Context: an optimization exercise on an open-source flow, tuned for small area. The choices shown serve that exercise and are no tape-out recipe.
Function was checked by simulation only, so behaviour that the tests miss may differ from the original.
Power is estimated from default activity; no workload was simulated.

$ cat flow/flow/run.sh
#!/bin/bash
# Layout flow: the standard synthesis, then its combinational logic re-mapped
# by a stronger ABC script (registers untouched), then the standard ORFS steps
# with 1x port buffers and a clock tree of small buffers without dummy loads.
# Each tool's output goes to a log file of its own in this folder.
set -euo pipefail
R=$PWD/orfs/results/$FLOW_PLATFORM/Interface_BH1750/base
LIB=$FLOW_HOME/platforms/$FLOW_PLATFORM/lib/sky130_fd_sc_hd__tt_025C_1v80.lib

bash standard.sh synth > 1_synth_standard.log 2>&1
cp $R/1_2_yosys.v 1_2_yosys_standard.v

python3 flow/cellfuncs.py $LIB cellfuncs.v > cellfuncs.log 2>&1
REOPT_IN=1_2_yosys_standard.v REOPT_OUT=1_2_yosys_reopt.v REOPT_LIB=$LIB \
REOPT_FUNCS=cellfuncs.v REOPT_TOP=$FLOW_TOP REOPT_T=${REOPT_T:-40} \
  yosys -c flow/reopt.tcl > 1_reopt_yosys.log 2>&1
cp 1_2_yosys_reopt.v $R/1_2_yosys.v
touch $R/1_2_yosys.v

export BUFFER_PORTS_ARGS="-buffer_cell sky130_fd_sc_hd__buf_1"
export CTS_ARGS="-sink_clustering_enable -repair_clock_nets -dont_use_dummy_load -buf_list {sky130_fd_sc_hd__clkbuf_2 sky130_fd_sc_hd__clkbuf_4 sky130_fd_sc_hd__clkbuf_8}"
bash standard.sh finish > 2_finish_standard.log 2>&1
$ cat flow/flow/cellfuncs.py
# Writes Verilog modules with the logic function of every combinational cell of
# a liberty file (used to flatten a mapped netlist back into logic).
# usage: python3 cellfuncs.py LIB OUT.v
import re, sys
txt = open(sys.argv[1]).read()
out = []
for m in re.finditer(r'\n\s*cell\s*\(\s*"?(\w+)"?\s*\)\s*\{', txt):
    name = m.group(1); start = m.end()
    nxt = txt.find('\n    cell (', start)
    body = txt[start: nxt if nxt > 0 else len(txt)]
    if re.search(r'\b(ff|latch|statetable)\s*\(', body): continue
    pins = []
    for pm in re.finditer(r'pin\s*\(\s*"?(\w+)"?\s*\)\s*\{(.*?)\n\s{8}\}', body, re.S):
        pb = pm.group(2)
        d = re.search(r'direction\s*:\s*"?(\w+)"?', pb)
        f = re.search(r'function\s*:\s*"([^"]*)"', pb)
        pins.append((pm.group(1), d.group(1) if d else None, f.group(1) if f else None))
    ins = [p for p, d, f in pins if d == 'input']
    outs = [(p, f) for p, d, f in pins if d == 'output']
    if not outs or any(f is None for p, f in outs) or not ins: continue
    def conv(func):
        f = re.sub(r'\b([A-Za-z_][A-Za-z0-9_]*)\b', lambda m: '@' + m.group(1) + '@', func)
        f = f.replace('!', '~').replace('+', '|').replace('*', '&')
        f = re.sub(r'@\s+(?=[@(~])', '@ & ', f)
        f = re.sub(r'\)\s+(?=[@(~])', ') & ', f)
        return re.sub(r'@(\w+)@', r'\1', f)
    out.append('module %s(%s);\n' % (name, ', '.join(ins + [p for p, f in outs])) +
               ''.join('  input %s;\n' % p for p in ins) +
               ''.join('  output %s;\n  assign %s = %s;\n' % (p, p, conv(f)) for p, f in outs) +
               'endmodule\n')
open(sys.argv[2], 'w').write('\n'.join(out))
$ cat flow/flow/reopt.tcl
# Re-maps the combinational logic of the standard synthesis netlist with a
# stronger ABC script. Registers (and tie cells) are kept as they are: same
# instances, names and cell types.
# env: REOPT_IN, REOPT_OUT, REOPT_LIB, REOPT_FUNCS, REOPT_TOP, REOPT_T
yosys -import
set lib $::env(REOPT_LIB)
read_liberty -lib $lib
read_verilog -overwrite $::env(REOPT_FUNCS)
read_verilog $::env(REOPT_IN)
hierarchy -top $::env(REOPT_TOP)
flatten
yosys proc
techmap
opt -fast -purge
opt_clean -purge
tee -o reopt_before.txt stat -liberty $lib
set dont {}
foreach c {sky130_fd_sc_hd__probe_p_8 sky130_fd_sc_hd__probec_p_8 sky130_fd_sc_hd__ha_1 sky130_fd_sc_hd__ha_2 sky130_fd_sc_hd__ha_4 sky130_fd_sc_hd__fa_1 sky130_fd_sc_hd__fa_2 sky130_fd_sc_hd__fa_4 sky130_fd_sc_hd__clkinv_1} {
  lappend dont -dont_use $c
}
lappend dont -dont_use {sky130_fd_sc_hd__lpflow_*}
abc -liberty $lib {*}$dont -script "+strash;&get -n;&deepsyn -T $::env(REOPT_T);&put;dch -f;map -a;topo;dnsize"
opt_clean -purge
hilomap -singleton -hicell sky130_fd_sc_hd__conb_1 HI -locell sky130_fd_sc_hd__conb_1 LO
insbuf -buf sky130_fd_sc_hd__buf_1 A X
opt_clean -purge
tee -o reopt_after.txt stat -liberty $lib
write_verilog -noattr -nohex -nodec $::env(REOPT_OUT)
$ cat flow/standard.sh
#!/bin/bash
# synth_recipe.tcl (not shown) runs the flow's synth.tcl, then flattens the netlist and writes it again
# the make line also repeats each setting of config.mk as NAME=value (left out here)
make -C /OpenROAD-flow-scripts/flow DESIGN_CONFIG=/design/flow/config.mk WORK_HOME=/design/flow/orfs CLKGATE_MAP_FILE= SYNTH_SCRIPT=/design/flow/synth_recipe.tcl "${@:-finish}"
$ cat flow/config.mk
export PLATFORM = sky130hd
export DESIGN_NAME = Interface_BH1750
export DESIGN_NICKNAME = Interface_BH1750
export VERILOG_FILES = /design/flow/design.v
export SDC_FILE = /design/flow/constraint.sdc
export NUM_CORES = 4
export LEC_CHECK = 0
export CAP_MARGIN = 20
export CORE_MARGIN = 2
export CORE_UTILIZATION = 50
export SLEW_MARGIN = 20
$ cat flow/constraint.sdc
create_clock -name core_clock -period 10.0 [get_ports {clk}]
set_input_delay 2.0000 -clock core_clock [delete_from_list [all_inputs] [get_ports {clk}]]
set_output_delay 2.0000 -clock core_clock [all_outputs]
set_load 0.01 [all_outputs]
$ cat flow/design.v
module clk_div(clk,rst,tick_seq,tick_row,tick_temp);
	input	clk;
	input	rst;
	output	tick_seq;
	output	tick_row;
	output	tick_temp;
	reg	[6:0]	p;
	reg	[4:0]	q1;
	reg	[7:0]	q2;
	wire [19:0]	cur = {q2, q1, p};
	reg	[19:0]	inc;
	reg			c;
	integer		i;
	always @(*) begin
		c = 1'b1;
		for (i = 0; i < 20; i = i + 1) begin
			inc[i] = cur[i] ^ c;
			c = c & cur[i];
		end
	end
	wire c1 = &p;
	wire c2 = c1 & (&q1);
	wire c3 = c2 & (&q2);
	always @(posedge clk or negedge rst) begin
		if (!rst) begin
			p  <= 7'd8;
			q1 <= 5'd22;
			q2 <= 8'd6;
		end else begin
			p  <= inc[6:0]   | (c1 ? 7'd8  : 7'd0);
			q1 <= inc[11:7]  | (c2 ? 5'd12 : 5'd0);
			q2 <= inc[19:12] | (c3 ? 8'd6  : 8'd0);
		end
	end
	assign tick_seq  = (p == 7'd67);
	assign tick_row  = c2;
	assign tick_temp = (p == 7'd47  && q1 == 5'd15 && q2 == 8'd48)
	                || (c1          && q1 == 5'd21 && q2 == 8'd131)
	                || (p == 7'd87  && q1 == 5'd28 && q2 == 8'd214);
endmodule
module BH1750(clk,rst,tick,scl,sda_i,sda_o,sda_oe,data_out);
	input			clk;
	input			rst;
	input			tick;		 
	output			scl;
	input			sda_i;
	output			sda_o;
	output			sda_oe;
	output	[5:0]	data_out;
	reg		[6:0]	hi;
	reg		[5:0]	j;
	reg				retry;
	reg		[5:0]	data;
	assign data_out = data;
	wire ack = (hi == 7'd45 && j == 6'd38) || (hi == 7'd45 && j == 6'd59) || (hi == 7'd46 && j == 6'd38) || (hi == 7'd46 && j == 6'd59) || (hi == 7'd47 && j == 6'd38) || (hi == 7'd47 && j == 6'd59) || (hi == 7'd89 && j == 6'd29);
	wire adv = tick & ~(ack & (retry | sda_i));
	reg [5:0] j_inc;
	reg [6:0] hi_inc;
	reg c;
	integer i;
	always @(*) begin
		c = adv;
		for (i = 0; i < 6; i = i + 1) begin
			j_inc[i] = j[i] ^ c;
			c = c & j[i];
		end
		for (i = 0; i < 7; i = i + 1) begin
			hi_inc[i] = hi[i] ^ c;
			c = c & hi[i];
		end
	end
	wire jc = adv & (&j);		 
	wire gc = jc & (&hi);		 
	reg [2:0] fW, fR;
	always @(*) begin
		case ({hi[1:0], j})
			8'd0: fW = 3'b110;
			8'd1: fW = 3'b110;
			8'd2: fW = 3'b110;
			8'd3: fW = 3'b110;
			8'd4: fW = 3'b110;
			8'd5: fW = 3'b110;
			8'd6: fW = 3'b110;
			8'd7: fW = 3'b110;
			8'd8: fW = 3'b110;
			8'd9: fW = 3'b110;
			8'd10: fW = 3'b110;
			8'd11: fW = 3'b110;
			8'd12: fW = 3'b110;
			8'd13: fW = 3'b110;
			8'd14: fW = 3'b110;
			8'd15: fW = 3'b110;
			8'd16: fW = 3'b110;
			8'd17: fW = 3'b110;
			8'd18: fW = 3'b110;
			8'd19: fW = 3'b110;
			8'd20: fW = 3'b110;
			8'd21: fW = 3'b110;
			8'd22: fW = 3'b110;
			8'd23: fW = 3'b110;
			8'd24: fW = 3'b110;
			8'd25: fW = 3'b110;
			8'd26: fW = 3'b110;
			8'd27: fW = 3'b110;
			8'd28: fW = 3'b110;
			8'd29: fW = 3'b110;
			8'd30: fW = 3'b110;
			8'd31: fW = 3'b110;
			8'd32: fW = 3'b110;
			8'd33: fW = 3'b110;
			8'd34: fW = 3'b110;
			8'd35: fW = 3'b110;
			8'd36: fW = 3'b110;
			8'd37: fW = 3'b110;
			8'd38: fW = 3'b110;
			8'd39: fW = 3'b110;
			8'd40: fW = 3'b110;
			8'd41: fW = 3'b110;
			8'd42: fW = 3'b110;
			8'd43: fW = 3'b110;
			8'd44: fW = 3'b110;
			8'd45: fW = 3'b110;
			8'd46: fW = 3'b110;
			8'd47: fW = 3'b110;
			8'd48: fW = 3'b110;
			8'd49: fW = 3'b110;
			8'd50: fW = 3'b110;
			8'd51: fW = 3'b110;
			8'd52: fW = 3'b110;
			8'd53: fW = 3'b110;
			8'd54: fW = 3'b110;
			8'd55: fW = 3'b110;
			8'd56: fW = 3'b110;
			8'd57: fW = 3'b110;
			8'd58: fW = 3'b110;
			8'd59: fW = 3'b110;
			8'd60: fW = 3'b110;
			8'd61: fW = 3'b110;
			8'd62: fW = 3'b110;
			8'd63: fW = 3'b110;
			8'd64: fW = 3'b110;
			8'd65: fW = 3'b110;
			8'd66: fW = 3'b110;
			8'd67: fW = 3'b110;
			8'd68: fW = 3'b110;
			8'd69: fW = 3'b110;
			8'd70: fW = 3'b110;
			8'd71: fW = 3'b110;
			8'd72: fW = 3'b110;
			8'd73: fW = 3'b110;
			8'd74: fW = 3'b110;
			8'd75: fW = 3'b110;
			8'd76: fW = 3'b110;
			8'd77: fW = 3'b110;
			8'd78: fW = 3'b110;
			8'd79: fW = 3'b110;
			8'd80: fW = 3'b111;
			8'd81: fW = 3'b111;
			8'd82: fW = 3'b111;
			8'd83: fW = 3'b101;
			8'd84: fW = 3'b001;
			8'd85: fW = 3'b101;
			8'd86: fW = 3'b011;
			8'd87: fW = 3'b111;
			8'd88: fW = 3'b001;
			8'd89: fW = 3'b101;
			8'd90: fW = 3'b001;
			8'd91: fW = 3'b101;
			8'd92: fW = 3'b001;
			8'd93: fW = 3'b101;
			8'd94: fW = 3'b011;
			8'd95: fW = 3'b111;
			8'd96: fW = 3'b011;
			8'd97: fW = 3'b111;
			8'd98: fW = 3'b001;
			8'd99: fW = 3'b101;
			8'd100: fW = 3'b001;
			8'd101: fW = 3'b000;
			8'd102: fW = 3'b100;
			8'd103: fW = 3'b000;
			8'd104: fW = 3'b001;
			8'd105: fW = 3'b001;
			8'd106: fW = 3'b101;
			8'd107: fW = 3'b001;
			8'd108: fW = 3'b101;
			8'd109: fW = 3'b001;
			8'd110: fW = 3'b101;
			8'd111: fW = 3'b001;
			8'd112: fW = 3'b101;
			8'd113: fW = 3'b001;
			8'd114: fW = 3'b101;
			8'd115: fW = 3'b001;
			8'd116: fW = 3'b101;
			8'd117: fW = 3'b001;
			8'd118: fW = 3'b101;
			8'd119: fW = 3'b001;
			8'd120: fW = 3'b101;
			8'd121: fW = 3'b001;
			8'd122: fW = 3'b000;
			8'd123: fW = 3'b100;
			8'd124: fW = 3'b000;
			8'd125: fW = 3'b001;
			8'd126: fW = 3'b101;
			8'd127: fW = 3'b101;
			8'd128: fW = 3'b110;
			8'd129: fW = 3'b110;
			8'd130: fW = 3'b110;
			8'd131: fW = 3'b110;
			8'd132: fW = 3'b110;
			8'd133: fW = 3'b110;
			8'd134: fW = 3'b110;
			8'd135: fW = 3'b110;
			8'd136: fW = 3'b110;
			8'd137: fW = 3'b110;
			8'd138: fW = 3'b110;
			8'd139: fW = 3'b110;
			8'd140: fW = 3'b110;
			8'd141: fW = 3'b110;
			8'd142: fW = 3'b110;
			8'd143: fW = 3'b111;
			8'd144: fW = 3'b111;
			8'd145: fW = 3'b111;
			8'd146: fW = 3'b111;
			8'd147: fW = 3'b101;
			8'd148: fW = 3'b001;
			8'd149: fW = 3'b101;
			8'd150: fW = 3'b011;
			8'd151: fW = 3'b111;
			8'd152: fW = 3'b001;
			8'd153: fW = 3'b101;
			8'd154: fW = 3'b001;
			8'd155: fW = 3'b101;
			8'd156: fW = 3'b001;
			8'd157: fW = 3'b101;
			8'd158: fW = 3'b011;
			8'd159: fW = 3'b111;
			8'd160: fW = 3'b011;
			8'd161: fW = 3'b111;
			8'd162: fW = 3'b001;
			8'd163: fW = 3'b101;
			8'd164: fW = 3'b001;
			8'd165: fW = 3'b000;
			8'd166: fW = 3'b100;
			8'd167: fW = 3'b000;
			8'd168: fW = 3'b001;
			8'd169: fW = 3'b001;
			8'd170: fW = 3'b101;
			8'd171: fW = 3'b001;
			8'd172: fW = 3'b101;
			8'd173: fW = 3'b001;
			8'd174: fW = 3'b101;
			8'd175: fW = 3'b001;
			8'd176: fW = 3'b101;
			8'd177: fW = 3'b001;
			8'd178: fW = 3'b101;
			8'd179: fW = 3'b001;
			8'd180: fW = 3'b101;
			8'd181: fW = 3'b001;
			8'd182: fW = 3'b101;
			8'd183: fW = 3'b011;
			8'd184: fW = 3'b111;
			8'd185: fW = 3'b011;
			8'd186: fW = 3'b010;
			8'd187: fW = 3'b110;
			8'd188: fW = 3'b010;
			8'd189: fW = 3'b011;
			8'd190: fW = 3'b111;
			8'd191: fW = 3'b101;
			8'd192: fW = 3'b110;
			8'd193: fW = 3'b110;
			8'd194: fW = 3'b110;
			8'd195: fW = 3'b110;
			8'd196: fW = 3'b110;
			8'd197: fW = 3'b110;
			8'd198: fW = 3'b110;
			8'd199: fW = 3'b110;
			8'd200: fW = 3'b110;
			8'd201: fW = 3'b110;
			8'd202: fW = 3'b110;
			8'd203: fW = 3'b110;
			8'd204: fW = 3'b110;
			8'd205: fW = 3'b110;
			8'd206: fW = 3'b110;
			8'd207: fW = 3'b111;
			8'd208: fW = 3'b111;
			8'd209: fW = 3'b111;
			8'd210: fW = 3'b111;
			8'd211: fW = 3'b101;
			8'd212: fW = 3'b001;
			8'd213: fW = 3'b101;
			8'd214: fW = 3'b011;
			8'd215: fW = 3'b111;
			8'd216: fW = 3'b001;
			8'd217: fW = 3'b101;
			8'd218: fW = 3'b001;
			8'd219: fW = 3'b101;
			8'd220: fW = 3'b001;
			8'd221: fW = 3'b101;
			8'd222: fW = 3'b011;
			8'd223: fW = 3'b111;
			8'd224: fW = 3'b011;
			8'd225: fW = 3'b111;
			8'd226: fW = 3'b001;
			8'd227: fW = 3'b101;
			8'd228: fW = 3'b001;
			8'd229: fW = 3'b000;
			8'd230: fW = 3'b100;
			8'd231: fW = 3'b000;
			8'd232: fW = 3'b001;
			8'd233: fW = 3'b001;
			8'd234: fW = 3'b101;
			8'd235: fW = 3'b001;
			8'd236: fW = 3'b101;
			8'd237: fW = 3'b001;
			8'd238: fW = 3'b101;
			8'd239: fW = 3'b011;
			8'd240: fW = 3'b111;
			8'd241: fW = 3'b001;
			8'd242: fW = 3'b101;
			8'd243: fW = 3'b001;
			8'd244: fW = 3'b101;
			8'd245: fW = 3'b011;
			8'd246: fW = 3'b111;
			8'd247: fW = 3'b011;
			8'd248: fW = 3'b111;
			8'd249: fW = 3'b011;
			8'd250: fW = 3'b010;
			8'd251: fW = 3'b110;
			8'd252: fW = 3'b010;
			8'd253: fW = 3'b011;
			8'd254: fW = 3'b111;
			8'd255: fW = 3'b101;
		endcase
		case ({hi[1:0], j})
			8'd0: fR = 3'b110;
			8'd1: fR = 3'b110;
			8'd2: fR = 3'b110;
			8'd3: fR = 3'b110;
			8'd4: fR = 3'b110;
			8'd5: fR = 3'b110;
			8'd6: fR = 3'b110;
			8'd7: fR = 3'b110;
			8'd8: fR = 3'b110;
			8'd9: fR = 3'b110;
			8'd10: fR = 3'b110;
			8'd11: fR = 3'b110;
			8'd12: fR = 3'b110;
			8'd13: fR = 3'b110;
			8'd14: fR = 3'b110;
			8'd15: fR = 3'b110;
			8'd16: fR = 3'b110;
			8'd17: fR = 3'b110;
			8'd18: fR = 3'b110;
			8'd19: fR = 3'b110;
			8'd20: fR = 3'b110;
			8'd21: fR = 3'b110;
			8'd22: fR = 3'b110;
			8'd23: fR = 3'b110;
			8'd24: fR = 3'b110;
			8'd25: fR = 3'b110;
			8'd26: fR = 3'b110;
			8'd27: fR = 3'b110;
			8'd28: fR = 3'b110;
			8'd29: fR = 3'b110;
			8'd30: fR = 3'b110;
			8'd31: fR = 3'b110;
			8'd32: fR = 3'b110;
			8'd33: fR = 3'b110;
			8'd34: fR = 3'b110;
			8'd35: fR = 3'b110;
			8'd36: fR = 3'b110;
			8'd37: fR = 3'b110;
			8'd38: fR = 3'b110;
			8'd39: fR = 3'b110;
			8'd40: fR = 3'b110;
			8'd41: fR = 3'b110;
			8'd42: fR = 3'b110;
			8'd43: fR = 3'b110;
			8'd44: fR = 3'b110;
			8'd45: fR = 3'b110;
			8'd46: fR = 3'b110;
			8'd47: fR = 3'b110;
			8'd48: fR = 3'b110;
			8'd49: fR = 3'b110;
			8'd50: fR = 3'b110;
			8'd51: fR = 3'b110;
			8'd52: fR = 3'b110;
			8'd53: fR = 3'b110;
			8'd54: fR = 3'b110;
			8'd55: fR = 3'b110;
			8'd56: fR = 3'b111;
			8'd57: fR = 3'b111;
			8'd58: fR = 3'b111;
			8'd59: fR = 3'b101;
			8'd60: fR = 3'b001;
			8'd61: fR = 3'b101;
			8'd62: fR = 3'b011;
			8'd63: fR = 3'b111;
			8'd64: fR = 3'b110;
			8'd65: fR = 3'b110;
			8'd66: fR = 3'b110;
			8'd67: fR = 3'b110;
			8'd68: fR = 3'b110;
			8'd69: fR = 3'b110;
			8'd70: fR = 3'b110;
			8'd71: fR = 3'b110;
			8'd72: fR = 3'b110;
			8'd73: fR = 3'b110;
			8'd74: fR = 3'b110;
			8'd75: fR = 3'b110;
			8'd76: fR = 3'b110;
			8'd77: fR = 3'b110;
			8'd78: fR = 3'b110;
			8'd79: fR = 3'b001;
			8'd80: fR = 3'b101;
			8'd81: fR = 3'b001;
			8'd82: fR = 3'b101;
			8'd83: fR = 3'b001;
			8'd84: fR = 3'b101;
			8'd85: fR = 3'b011;
			8'd86: fR = 3'b111;
			8'd87: fR = 3'b011;
			8'd88: fR = 3'b111;
			8'd89: fR = 3'b011;
			8'd90: fR = 3'b111;
			8'd91: fR = 3'b011;
			8'd92: fR = 3'b010;
			8'd93: fR = 3'b110;
			8'd94: fR = 3'b010;
			8'd95: fR = 3'b110;
			8'd96: fR = 3'b110;
			8'd97: fR = 3'b010;
			8'd98: fR = 3'b110;
			8'd99: fR = 3'b110;
			8'd100: fR = 3'b010;
			8'd101: fR = 3'b110;
			8'd102: fR = 3'b110;
			8'd103: fR = 3'b010;
			8'd104: fR = 3'b110;
			8'd105: fR = 3'b110;
			8'd106: fR = 3'b010;
			8'd107: fR = 3'b110;
			8'd108: fR = 3'b110;
			8'd109: fR = 3'b010;
			8'd110: fR = 3'b110;
			8'd111: fR = 3'b110;
			8'd112: fR = 3'b010;
			8'd113: fR = 3'b110;
			8'd114: fR = 3'b110;
			8'd115: fR = 3'b010;
			8'd116: fR = 3'b110;
			8'd117: fR = 3'b110;
			8'd118: fR = 3'b010;
			8'd119: fR = 3'b101;
			8'd120: fR = 3'b101;
			8'd121: fR = 3'b011;
			8'd122: fR = 3'b010;
			8'd123: fR = 3'b110;
			8'd124: fR = 3'b110;
			8'd125: fR = 3'b010;
			8'd126: fR = 3'b110;
			8'd127: fR = 3'b110;
			8'd128: fR = 3'b110;
			8'd129: fR = 3'b110;
			8'd130: fR = 3'b110;
			8'd131: fR = 3'b110;
			8'd132: fR = 3'b110;
			8'd133: fR = 3'b110;
			8'd134: fR = 3'b110;
			8'd135: fR = 3'b110;
			8'd136: fR = 3'b110;
			8'd137: fR = 3'b110;
			8'd138: fR = 3'b110;
			8'd139: fR = 3'b110;
			8'd140: fR = 3'b110;
			8'd141: fR = 3'b110;
			8'd142: fR = 3'b110;
			8'd143: fR = 3'b010;
			8'd144: fR = 3'b110;
			8'd145: fR = 3'b110;
			8'd146: fR = 3'b010;
			8'd147: fR = 3'b110;
			8'd148: fR = 3'b110;
			8'd149: fR = 3'b010;
			8'd150: fR = 3'b110;
			8'd151: fR = 3'b110;
			8'd152: fR = 3'b010;
			8'd153: fR = 3'b110;
			8'd154: fR = 3'b110;
			8'd155: fR = 3'b010;
			8'd156: fR = 3'b110;
			8'd157: fR = 3'b110;
			8'd158: fR = 3'b010;
			8'd159: fR = 3'b110;
			8'd160: fR = 3'b110;
			8'd161: fR = 3'b010;
			8'd162: fR = 3'b011;
			8'd163: fR = 3'b110;
			8'd164: fR = 3'b110;
			8'd165: fR = 3'b110;
			8'd166: fR = 3'b110;
			8'd167: fR = 3'b110;
			8'd168: fR = 3'b110;
			8'd169: fR = 3'b110;
			8'd170: fR = 3'b110;
			8'd171: fR = 3'b110;
			8'd172: fR = 3'b110;
			8'd173: fR = 3'b110;
			8'd174: fR = 3'b110;
			8'd175: fR = 3'b110;
			8'd176: fR = 3'b110;
			8'd177: fR = 3'b110;
			8'd178: fR = 3'b110;
			8'd179: fR = 3'b110;
			8'd180: fR = 3'b110;
			8'd181: fR = 3'b110;
			8'd182: fR = 3'b110;
			8'd183: fR = 3'b110;
			8'd184: fR = 3'b110;
			8'd185: fR = 3'b110;
			8'd186: fR = 3'b110;
			8'd187: fR = 3'b110;
			8'd188: fR = 3'b110;
			8'd189: fR = 3'b110;
			8'd190: fR = 3'b110;
			8'd191: fR = 3'b110;
			8'd192: fR = 3'b110;
			8'd193: fR = 3'b110;
			8'd194: fR = 3'b110;
			8'd195: fR = 3'b110;
			8'd196: fR = 3'b110;
			8'd197: fR = 3'b110;
			8'd198: fR = 3'b110;
			8'd199: fR = 3'b110;
			8'd200: fR = 3'b110;
			8'd201: fR = 3'b110;
			8'd202: fR = 3'b110;
			8'd203: fR = 3'b110;
			8'd204: fR = 3'b110;
			8'd205: fR = 3'b110;
			8'd206: fR = 3'b110;
			8'd207: fR = 3'b110;
			8'd208: fR = 3'b110;
			8'd209: fR = 3'b110;
			8'd210: fR = 3'b110;
			8'd211: fR = 3'b110;
			8'd212: fR = 3'b110;
			8'd213: fR = 3'b110;
			8'd214: fR = 3'b110;
			8'd215: fR = 3'b110;
			8'd216: fR = 3'b110;
			8'd217: fR = 3'b110;
			8'd218: fR = 3'b110;
			8'd219: fR = 3'b110;
			8'd220: fR = 3'b110;
			8'd221: fR = 3'b110;
			8'd222: fR = 3'b110;
			8'd223: fR = 3'b110;
			8'd224: fR = 3'b110;
			8'd225: fR = 3'b110;
			8'd226: fR = 3'b110;
			8'd227: fR = 3'b110;
			8'd228: fR = 3'b110;
			8'd229: fR = 3'b110;
			8'd230: fR = 3'b110;
			8'd231: fR = 3'b110;
			8'd232: fR = 3'b110;
			8'd233: fR = 3'b110;
			8'd234: fR = 3'b110;
			8'd235: fR = 3'b110;
			8'd236: fR = 3'b110;
			8'd237: fR = 3'b110;
			8'd238: fR = 3'b110;
			8'd239: fR = 3'b110;
			8'd240: fR = 3'b110;
			8'd241: fR = 3'b110;
			8'd242: fR = 3'b110;
			8'd243: fR = 3'b110;
			8'd244: fR = 3'b110;
			8'd245: fR = 3'b110;
			8'd246: fR = 3'b110;
			8'd247: fR = 3'b110;
			8'd248: fR = 3'b110;
			8'd249: fR = 3'b110;
			8'd250: fR = 3'b110;
			8'd251: fR = 3'b110;
			8'd252: fR = 3'b110;
			8'd253: fR = 3'b110;
			8'd254: fR = 3'b110;
			8'd255: fR = 3'b110;
		endcase
	end
	wire inW = (hi[6:2] == 5'b01011);	 
	wire inR = (hi[6:2] == 5'b10110);	 
	wire [2:0] f = inW ? fW : inR ? fR : 3'b110;
	assign scl    = f[2] & ~(retry & ack);
	assign sda_o  = f[1];
	wire xoe = (hi == 7'd48 && j == 6'd15);	 
	assign sda_oe = f[0] | xoe | (retry & ~ack);
	always @(posedge clk or negedge rst) begin
		if (!rst) begin
			hi <= 7'd45;
			j <= 6'd15;
			retry <= 1'b1;
			data <= 6'd0;
		end else begin
			j  <= j_inc  | (jc ? (gc ? 6'd35 : 6'd15) : 6'd0);
			hi <= hi_inc | (gc ? 7'd44 : 7'd0);
			if (tick)
				retry <= ack & ~retry & sda_i;
			if (tick && (hi == 7'd89 && j == 6'd31)) data[5] <= sda_i;
			if (tick && (hi == 7'd89 && j == 6'd34)) data[4] <= sda_i;
			if (tick && (hi == 7'd89 && j == 6'd37)) data[3] <= sda_i;
			if (tick && (hi == 7'd89 && j == 6'd40)) data[2] <= sda_i;
			if (tick && (hi == 7'd89 && j == 6'd43)) data[1] <= sda_i;
			if (tick && (hi == 7'd89 && j == 6'd46)) data[0] <= sda_i;
		end
	end
endmodule
module Data_Process(data_input,data_output);
	input	[5:0]	data_input;
	output	[5:0]	data_output;
	assign data_output = data_input;
endmodule
module seg_led(number,segment_led_1,segment_led_2);
	input		[5:0]	number;
	output	reg	[8:0]	segment_led_1;
	output	reg	[8:0]	segment_led_2;
	always @(*) begin
		case (number)
			6'd0: begin segment_led_1 = 9'h03f; segment_led_2 = 9'h03f; end
			6'd1: begin segment_led_1 = 9'h03f; segment_led_2 = 9'h006; end
			6'd2: begin segment_led_1 = 9'h03f; segment_led_2 = 9'h05b; end
			6'd3: begin segment_led_1 = 9'h03f; segment_led_2 = 9'h04f; end
			6'd4: begin segment_led_1 = 9'h03f; segment_led_2 = 9'h066; end
			6'd5: begin segment_led_1 = 9'h03f; segment_led_2 = 9'h06d; end
			6'd6: begin segment_led_1 = 9'h03f; segment_led_2 = 9'h07d; end
			6'd7: begin segment_led_1 = 9'h03f; segment_led_2 = 9'h007; end
			6'd8: begin segment_led_1 = 9'h03f; segment_led_2 = 9'h07f; end
			6'd9: begin segment_led_1 = 9'h03f; segment_led_2 = 9'h06f; end
			6'd10: begin segment_led_1 = 9'h006; segment_led_2 = 9'h03f; end
			6'd11: begin segment_led_1 = 9'h006; segment_led_2 = 9'h006; end
			6'd12: begin segment_led_1 = 9'h006; segment_led_2 = 9'h05b; end
			6'd13: begin segment_led_1 = 9'h006; segment_led_2 = 9'h04f; end
			6'd14: begin segment_led_1 = 9'h006; segment_led_2 = 9'h066; end
			6'd15: begin segment_led_1 = 9'h006; segment_led_2 = 9'h06d; end
			6'd16: begin segment_led_1 = 9'h006; segment_led_2 = 9'h07d; end
			6'd17: begin segment_led_1 = 9'h006; segment_led_2 = 9'h007; end
			6'd18: begin segment_led_1 = 9'h006; segment_led_2 = 9'h07f; end
			6'd19: begin segment_led_1 = 9'h006; segment_led_2 = 9'h06f; end
			6'd20: begin segment_led_1 = 9'h05b; segment_led_2 = 9'h03f; end
			6'd21: begin segment_led_1 = 9'h05b; segment_led_2 = 9'h006; end
			6'd22: begin segment_led_1 = 9'h05b; segment_led_2 = 9'h05b; end
			6'd23: begin segment_led_1 = 9'h05b; segment_led_2 = 9'h04f; end
			6'd24: begin segment_led_1 = 9'h05b; segment_led_2 = 9'h066; end
			6'd25: begin segment_led_1 = 9'h05b; segment_led_2 = 9'h06d; end
			6'd26: begin segment_led_1 = 9'h05b; segment_led_2 = 9'h07d; end
			6'd27: begin segment_led_1 = 9'h05b; segment_led_2 = 9'h007; end
			6'd28: begin segment_led_1 = 9'h05b; segment_led_2 = 9'h07f; end
			6'd29: begin segment_led_1 = 9'h05b; segment_led_2 = 9'h06f; end
			6'd30: begin segment_led_1 = 9'h04f; segment_led_2 = 9'h03f; end
			6'd31: begin segment_led_1 = 9'h04f; segment_led_2 = 9'h006; end
			6'd32: begin segment_led_1 = 9'h04f; segment_led_2 = 9'h05b; end
			6'd33: begin segment_led_1 = 9'h04f; segment_led_2 = 9'h04f; end
			6'd34: begin segment_led_1 = 9'h04f; segment_led_2 = 9'h066; end
			6'd35: begin segment_led_1 = 9'h04f; segment_led_2 = 9'h06d; end
			6'd36: begin segment_led_1 = 9'h04f; segment_led_2 = 9'h07d; end
			6'd37: begin segment_led_1 = 9'h04f; segment_led_2 = 9'h007; end
			6'd38: begin segment_led_1 = 9'h04f; segment_led_2 = 9'h07f; end
			6'd39: begin segment_led_1 = 9'h04f; segment_led_2 = 9'h06f; end
			6'd40: begin segment_led_1 = 9'h066; segment_led_2 = 9'h03f; end
			6'd41: begin segment_led_1 = 9'h066; segment_led_2 = 9'h006; end
			6'd42: begin segment_led_1 = 9'h066; segment_led_2 = 9'h05b; end
			6'd43: begin segment_led_1 = 9'h066; segment_led_2 = 9'h04f; end
			6'd44: begin segment_led_1 = 9'h066; segment_led_2 = 9'h066; end
			6'd45: begin segment_led_1 = 9'h066; segment_led_2 = 9'h06d; end
			6'd46: begin segment_led_1 = 9'h066; segment_led_2 = 9'h07d; end
			6'd47: begin segment_led_1 = 9'h066; segment_led_2 = 9'h007; end
			6'd48: begin segment_led_1 = 9'h066; segment_led_2 = 9'h07f; end
			6'd49: begin segment_led_1 = 9'h066; segment_led_2 = 9'h06f; end
			6'd50: begin segment_led_1 = 9'h06d; segment_led_2 = 9'h03f; end
			6'd51: begin segment_led_1 = 9'h06d; segment_led_2 = 9'h006; end
			6'd52: begin segment_led_1 = 9'h06d; segment_led_2 = 9'h05b; end
			6'd53: begin segment_led_1 = 9'h06d; segment_led_2 = 9'h04f; end
			6'd54: begin segment_led_1 = 9'h06d; segment_led_2 = 9'h066; end
			6'd55: begin segment_led_1 = 9'h06d; segment_led_2 = 9'h06d; end
			6'd56: begin segment_led_1 = 9'h06d; segment_led_2 = 9'h07d; end
			6'd57: begin segment_led_1 = 9'h06d; segment_led_2 = 9'h007; end
			6'd58: begin segment_led_1 = 9'h06d; segment_led_2 = 9'h07f; end
			6'd59: begin segment_led_1 = 9'h06d; segment_led_2 = 9'h06f; end
			6'd60: begin segment_led_1 = 9'h07d; segment_led_2 = 9'h03f; end
			6'd61: begin segment_led_1 = 9'h07d; segment_led_2 = 9'h006; end
			6'd62: begin segment_led_1 = 9'h07d; segment_led_2 = 9'h05b; end
			6'd63: begin segment_led_1 = 9'h07d; segment_led_2 = 9'h04f; end
		endcase
	end
endmodule
module led_scan(clk,rst,tick_row,tick_temp,number,row,line);
	input				clk;
	input				rst;
	input				tick_row;
	input				tick_temp;
	input		[5:0]	number;
	output		[15:0]	row;
	output	reg	[7:0]	line;
	reg	[3:0]	r;
	reg	[4:0]	w;
	reg	[2:0]	s;
	wire	temp_step = tick_temp & (&w[3:0]);
	reg	[3:0]	r_inc;
	reg	[4:0]	w_inc;
	reg	[2:0]	s_inc;
	reg			c;
	integer		i;
	always @(*) begin
		c = tick_row;
		for (i = 0; i < 4; i = i + 1) begin
			r_inc[i] = r[i] ^ c;
			c = c & r[i];
		end
		c = tick_temp;
		for (i = 0; i < 5; i = i + 1) begin
			w_inc[i] = w[i] ^ c;
			c = c & w[i];
		end
		c = tick_row | temp_step;
		for (i = 0; i < 3; i = i + 1) begin
			s_inc[i] = s[i] ^ c;
			c = c & s[i];
		end
	end
	always @(posedge clk or negedge rst) begin
		if (!rst) begin
			r <= 4'd0;
			w <= 5'd16;
			s <= 3'd0;
		end else begin
			r <= r_inc;
			w <= (tick_temp & w[4]) ? {1'b0, number[5:2]} : w_inc;
			s <= s_inc;
		end
	end
	assign row = 16'd1 << r;
	always @(*) begin
		case (s)
			3'd0: line = ~8'h00;
			3'd1: line = ~8'h18;
			3'd2: line = ~8'h3C;
			3'd3: line = ~8'h7E;
			3'd4: line = ~8'hDB;
			3'd5: line = ~8'h99;
			default: line = ~8'h18;
		endcase
	end
endmodule
module rgb_led(clk,rst,pwm_duty,led1,led2);
	input			clk;
	input			rst;
	input	[5:0]	pwm_duty;
	output	[2:0]	led1;
	output	[2:0]	led2;
	reg	[5:0]	c;
	reg	[5:0]	c_inc;
	reg			k;
	reg			gt;
	integer		i;
	always @(*) begin
		k = 1'b1;
		for (i = 0; i < 6; i = i + 1) begin
			c_inc[i] = c[i] ^ k;
			k = k & c[i];
		end
		gt = 1'b0;
		for (i = 0; i < 6; i = i + 1)
			gt = (c[i] & ~pwm_duty[i]) | (~(c[i] ^ pwm_duty[i]) & gt);
	end
	always @(posedge clk)
		if (!rst)
			c <= 6'd1;
		else
			c <= c_inc | {5'd0, k};
	assign led1 = {3{gt}};
	assign led2 = {3{gt}};
endmodule
module Interface_BH1750(clk,rst,scl,sda_i,sda_o,sda_oe,dvi,seg_led1,seg_led2,row,line,rgb_led1,rgb_led2);
	input 			clk;
	input 			rst;
	output 			scl;
	input 			sda_i;		 
	output 			sda_o;		 
	output 			sda_oe;		 
	output  		dvi;
	output	[15:0]	row;
	output	[7:0]	line;
	output	[8:0]	seg_led1;
	output	[8:0]	seg_led2;
	output	[2:0]	rgb_led1;
	output	[2:0]	rgb_led2;
	wire	tick_seq, tick_row, tick_temp;
	wire	[5:0]	reading;
	wire	[5:0]	number;
	assign dvi = 1'b1;
	clk_div u0 (.clk(clk), .rst(rst), .tick_seq(tick_seq), .tick_row(tick_row), .tick_temp(tick_temp));
	BH1750 u1 (.clk(clk), .rst(rst), .tick(tick_seq), .scl(scl), .sda_i(sda_i),
	           .sda_o(sda_o), .sda_oe(sda_oe), .data_out(reading));
	Data_Process u2 (.data_input(reading), .data_output(number));
	seg_led u4 (.number(number), .segment_led_1(seg_led1), .segment_led_2(seg_led2));
	led_scan u5 (.clk(clk), .rst(rst), .tick_row(tick_row), .tick_temp(tick_temp),
	             .number(number), .row(row), .line(line));
	rgb_led u6 (.clk(clk), .rst(rst), .pwm_duty(number), .led1(rgb_led1), .led2(rgb_led2));
endmodule
==> run notes <==
==> stage by stage <==
stage / utilization / power [mW] / setup slack, ns / instance area [um^2]
after floorplan: - / 0.2442 / 5.826 / 3540
after global placement: 0.5593 / 0.2495 / 5.428 / 3800
after detailed placement: 0.5593 / 0.2496 / 5.507 / 3800
after CTS: 0.5775 / 0.4087 / 5.155 / 3924
after global routing: 0.5775 / 0.4214 / 4.850 / 3924
final: 0.5775 / 0.4032 / 5.139 / 3924
==> power by group <==
part	internal [mW]	switching, mW	total (mW)	leakage [nW]
registers	0.236	0.00140	0.237	0.678
logic	0.00138	0.00647	0.00785	0.932
clock network	0.0797	0.0783	0.158	0.0647
total	0.317	0.0861	0.403	1.67
==> how the worst max path moves through the flow <==
stage | start | end | slack [ns]
final | u1.j[3] | sda_o | 5.14
after global routing | u1.j[3] | sda_o | 4.85
after CTS | u1.j[3] | sda_o | 5.15
after detailed placement | u1.j[3] | sda_o | 5.51
after global placement | u1.j[3] | sda_o | 5.43
after floorplan | u1.data[5] | seg_led2[1] | 5.83
==> flip-flops by register name, indices dropped and copies added (netlist names) <==
name	flops
u1.data	6
u1.retry	1
u0.q2	8
u5.s	3
u5.w	5
u0.q1	5
u0.p	7
u6.c	6
u1.j	6
u5.r	4
u1.hi	7
==> per-layer routing <==
layer,up-vias,wire [um]
li1,1754,-
met1,1538,4045
met2,140,3900
met3,24,467
met4,0,252
met5,-,0
==> final cells by class <==
type,instances,share of cell area
well taps,96,0.03061
multi-input cells,357,0.4305
clock buffers,9,0.03157
inverters,95,0.09088
repair buffers,50,0.04911
flip-flops and latches,58,0.3673
==> worst register-to-register path: stages, from the launching register on <==
cell,delay [ns]
dfstp_2,0.56
inv_1,0.17
nor2_1,0.25
nor2_1,0.08
o21ai_0,0.17
nand2_1,0.10
nand2_1,0.07
o2111ai_1,0.19
nand3_1,0.18
nand2_1,0.07
inv_1,0.07
nand2_1,0.13
nor2_1,0.19
inv_1,0.09
nor2_1,0.28
inv_1,0.17
nor2_1,0.21
inv_1,0.10
nor3_1,0.34
a21oi_1,0.14
a21oi_1,0.14
==> run notes <==
- Endpoints failing hold: 0
- # IOs: 55
- CTS root buffer: clkbuf_8
- Slew Limit Fails: 0
- Layout Area Growth over Synthesis: 11.21%
- Critical path, cell by cell: inv_1, nor2_1, inv_1, nor2_1, inv_1, nor2_1, o21ai_0, o2111ai_1, a41oi_1, nor3_1, o22a_1, a31oi_1, buf_1
- Largest net degree at the start of global routing: 57
- Via Count: 3,456
- Final nets: 574
- Drt pass-1 iters: 5
- Vias in the first global route: 3,097
- Max Clk Rate: 0.2057 GHz
- Final hold slack: 0.4441 ns
- Grt met3 use: 0.05278
- YS warnings: 5
- CP Depth: 13
- Final setup fails: 0
- Clk Latency, worst-skew pair: 0.34 ns
- Max IR drop VDD: 76.33 uV
- Commonest non-fill, non-tap cell in the layout: nor2_1
- DR vias/cell: 5.197
- Clock Sink Count: 58
- Die Area: 0.007745 mm^2
- Fin crit period: 4.861 ns
- # resized after CTS: 0
- Global-route wire length before repair: 14.52 mm
- Drc violations: 0
- CP endpoint kind: primary output
- Family with the most delay on the worst path: simple AND/OR/NAND/NOR gates
- # hold bufs at CTS: 0
- Clock-pin slew on the worst setup and hold paths: 0.06 ns
- Initial Util: 0.5193
- CP startpoint kind: flop
- GRT overflow: 0
- Footprint of the multi-input gates: 0.001689 mm^2
- Most frequent cells in the layout: nor2_1, inv_1, nand2_1, buf_1, dfrtp_1
- ANT cells: 0
- Die Ht: 88.01 um
- Worst R2R End: u1.hi[6]
- DR WL/cell: 13.03 um
- Layout cells sized above 1: 0.05624
- Crit-path max FO: 12
- H-tree Lvls: 3
- Row cnt: 30
- Register area: 0.001441 mm^2
- RSZ-0062 raised after global routing: no
- Bufs and invs on worst path: 4
- FF-to-FF Start: u1.j[3]
- Buffer count from post-CTS setup fixing: 0
- Min-delay worst type: flop to flop
- Initial antenna violation count: 0
- Post-Syn Area per Cell: 6.772 um^2
- Wirelength, routed: 8.666 mm
- TritonCTS clock tree: done
- Cells after synthesis: 521
- Cell Area, Synth: 0.003528 mm^2
- 1st-iter DRT viols: 303
- Least-Margin Pin Slew: 0.6716 ns
- GP Congestion: 1.011
- Filler Cell Count: 680
- Setup TNS: 0 ns
- Leakage power: 1.675 nW
- Placed Instances: 656
- Rel. slew slack: 0.5523
- DP HPWL: 6.668 mm
- Max clock buf depth: 2
- M2 GR Usage: 0.3822
- Global Route met1 Usage: 0.3255
- Critical Path Slowest Stage Cell: dfstp_2
- Num CTS Buffers: 9
- Worst path max stage delay: 0.56 ns
- Final non-filler cell total: 665
- Worst Hold Path Cells: 1
- Run status: complete, no violations
- Final period util: 0.4861
- Max_cap viols: 0
- Die X: 88.01 um
- Worst Hold Path EP: u0.p[0]
- Final setup skew: 0.02643 ns
- Hold Path Origin: u0.p[0]
- Busiest layer in global routing: met2
- Slack of the worst reg-to-reg path: 6.21 ns
- GRT Util Overall: 0.2440
- Critical Path AT: 2.86 ns
- CP required: 8.00 ns
- IO buf count: 49
- Power Density: 102.8 mW/mm^2
- R2R cell count: 20
- Post-route ant nets: 0
- Crit path kind: flop to primary output
- Core area: 0.006794 mm^2

==> re-timing with driven ports <==
The flow's constraints put no driver on any port. The routed layout listed below was extracted and timed again, unchanged, in two steps.
Step 1 assumes that a clkbuf_16 drives the clock port and a buf_2 every other input.
Step 2 moves the port delays by t, midway between the first and last clock arrival at a register: inputs arrive t later, outputs are due t later. That takes back most of the time a late clock gives input paths.
Slacks: ideal ports / drivers / drivers and shift; pairs: ideal ports / drivers.
t (ns): 0.357
setup WS [ns]: 5.139 / 5.109 / 5.466
worst slew at a driven data input, ns: 0.03
After both steps this run still meets setup and hold. The setup slack of this run moves by -0.030 ns with the drivers and by +0.327 ns with both steps.
